This design comes from an exercise in tuning for small area and a short achievable clock period on the open sky130 flow, not from production work.
RTL that was checked went through simulation tests only; none was proved equivalent to the original.

Design FAS, start of the top module:
module FAS (data_valid, data, clk, rst, fir_d, fir_valid, fft_valid, done, freq,
 fft_d1, fft_d2, fft_d3, fft_d4, fft_d5, fft_d6, fft_d7, fft_d8,
 fft_d9, fft_d10, fft_d11, fft_d12, fft_d13, fft_d14, fft_d15, fft_d0);
Size: ~12,000 cells after synthesis, ~0.13 sq mm of cells after synthesis.
clock: 18.0 ns
lec_check: 0
cap_margin: 20
core_margin: 2
core_utilization: 40
cts_cluster_diameter: 150
cts_cluster_size: 20
slew_margin: 20
standard.sh (not shown) runs the stock make flow with config.mk's settings and CLKGATE_MAP_FILE= SYNTH_SCRIPT=/design/flow/synth_recipe.tcl, a recipe that flattens the netlist after the stock synthesis.
==> flow/flow/run.sh <==
#!/bin/bash
set -euo pipefail
export SETUP_SLACK_MARGIN=12.9
export BUFFER_PORTS_ARGS="-buffer_cell sky130_fd_sc_hd__buf_2"
R=orfs/results/sky130hd/FAS/base
bash standard.sh synth > flow_synth.log 2>&1
cp $R/1_2_yosys.v yosys_netlist_orig.v
python3 flow/fixfa.py yosys_netlist_orig.v $R/1_2_yosys.v > fixfa.log 2>&1
bash standard.sh > flow_layout.log 2>&1
Other scripts of this flow, unchanged in this note and not shown: flow/flow/fixfa.py
Change:
--- a/flow/flow/run.sh
+++ b/flow/flow/run.sh
@@ -3 +3 @@
-export SETUP_SLACK_MARGIN=12.9
+export SETUP_SLACK_MARGIN=13.1
Result: Global-route usage is higher by 0.28 points; count of clock-buffer cells in the layout stays the same; routed wire length rises by 1.8%; sequential share of layout area is lower by 0.60 points; register-to-register slack improved by 90 ps; first-iteration DRC count increases by about 1.1%; sequential cell count stays the same; cell area increases by 3.1%; via count grows by 0.89%.
No run of this note included a check of the RTL's function; only the layout flow was run.

* * *

FAS, a different RTL version from the one above (not shown whole).
Size: roughly 550 I/O pins.
Settings: LEC_CHECK=0, CAP_MARGIN=20, CORE_MARGIN=2, CORE_UTILIZATION=40, CTS_CLUSTER_DIAMETER=150, CTS_CLUSTER_SIZE=20, SLEW_MARGIN=20; clock period 18.0 ns.
==> flow/flow/run.sh <==
#!/bin/bash
set -euo pipefail
export SETUP_SLACK_MARGIN=12.9
export BUFFER_PORTS_ARGS="-buffer_cell sky130_fd_sc_hd__buf_1"
export PRE_IO_PLACEMENT_TCL=$PWD/flow/io.tcl
R=orfs/results/sky130hd/FAS/base
bash standard.sh synth > flow_synth.log 2>&1
cp $R/1_2_yosys.v yosys_netlist_orig.v
python3 flow/fixfa.py yosys_netlist_orig.v $R/1_2_yosys.v > fixfa.log 2>&1
bash standard.sh > flow_layout.log 2>&1
Other scripts of this flow, unchanged in this note and not shown: flow/flow/fixfa.py, flow/flow/io.tcl
The starting point ran to the end with no violations.
Edit:
CORE_UTILIZATION = 50   (was 40)
- The changed run finished with timing, DRC and antenna clean
- register-to-register slack is worse by 30 ps
- non-clock buffer count is lower by 7
- routed wire length increases by 3.8%
- hold slack gets better by 9.1 ps
- setup slack is worse by 14 ps
- die area drops by 20%

* * *

Setup of red:
Starting RTL as in the previous note.
Settings: LEC_CHECK=0, CAP_MARGIN=20, CORE_MARGIN=2, CORE_UTILIZATION=40, CTS_CLUSTER_DIAMETER=150, CTS_CLUSTER_SIZE=20, SLEW_MARGIN=20; clock period 18.0 ns.
==> flow/flow/run.sh <==
#!/bin/bash
set -euo pipefail
export SETUP_SLACK_MARGIN=12.75
export BUFFER_PORTS_ARGS="-buffer_cell sky130_fd_sc_hd__buf_1"
export PRE_IO_PLACEMENT_TCL=$PWD/flow/io.tcl
R=orfs/results/sky130hd/FAS/base
bash standard.sh synth > flow_synth.log 2>&1
cp $R/1_2_yosys.v yosys_netlist_orig.v
python3 flow/fixfa.py yosys_netlist_orig.v $R/1_2_yosys.v > fixfa.log 2>&1
bash standard.sh > flow_layout.log 2>&1
Other scripts of this flow, unchanged in this note and not shown: flow/flow/fixfa.py, flow/flow/io.tcl
red reached the end of the flow, and the finished layout is clean on the timing, design-rule and antenna checks.
For blue, these inputs were changed with respect to red:
-- flow/flow/run.sh --
<<< red, line 3
export SETUP_SLACK_MARGIN=12.75
>>> blue, line 3
export SETUP_SLACK_MARGIN=12.9
## What came out
Compared with red, in blue wire length went up, combined global-route utilization of all metal layers picked up an extra 0.21 points.
Any difference in area of all placed cells without fillers between red and blue is small enough to ignore.

-- static timing again, ports no longer ideal --
How much do the figures lean on ideal ports? The routed layouts below were timed once more, with nothing changed but the port constraints. Step 1 sets driving cells, clkbuf_16 on the clock port and buf_2 on the other inputs (assumed; they add their load-dependent delay and slew). Step 2 adds t to the input delays and takes it off the output delays; t is the mean of the earliest and latest rising clock arrival at the registers after step 1. Input paths then give back, and output paths get back, about the clock's delay inside the block. Slacks: no drivers / after step 1 / after step 2; pairs: no drivers / after step 1.
run | t (ns) | setup WS [ns] | pins driven straight from the clock port
the first run of note 1 | 0.942 | 12.901 / 12.807 / 13.147 | 1
the second run of note 1 | 0.945 | 12.905 / 12.811 / 13.241 | 1
the first run of note 2 | 0.964 | 12.973 / 12.868 / 13.087 | 1
the second run of note 2 | 0.943 | 12.959 / 12.855 / 13.063 | 1
red | 0.950 | 12.876 / 12.770 / 12.881 | 1
blue | 0.963 | 12.965 / 12.854 / 13.153 | 1
After both steps every run listed still meets setup and hold.
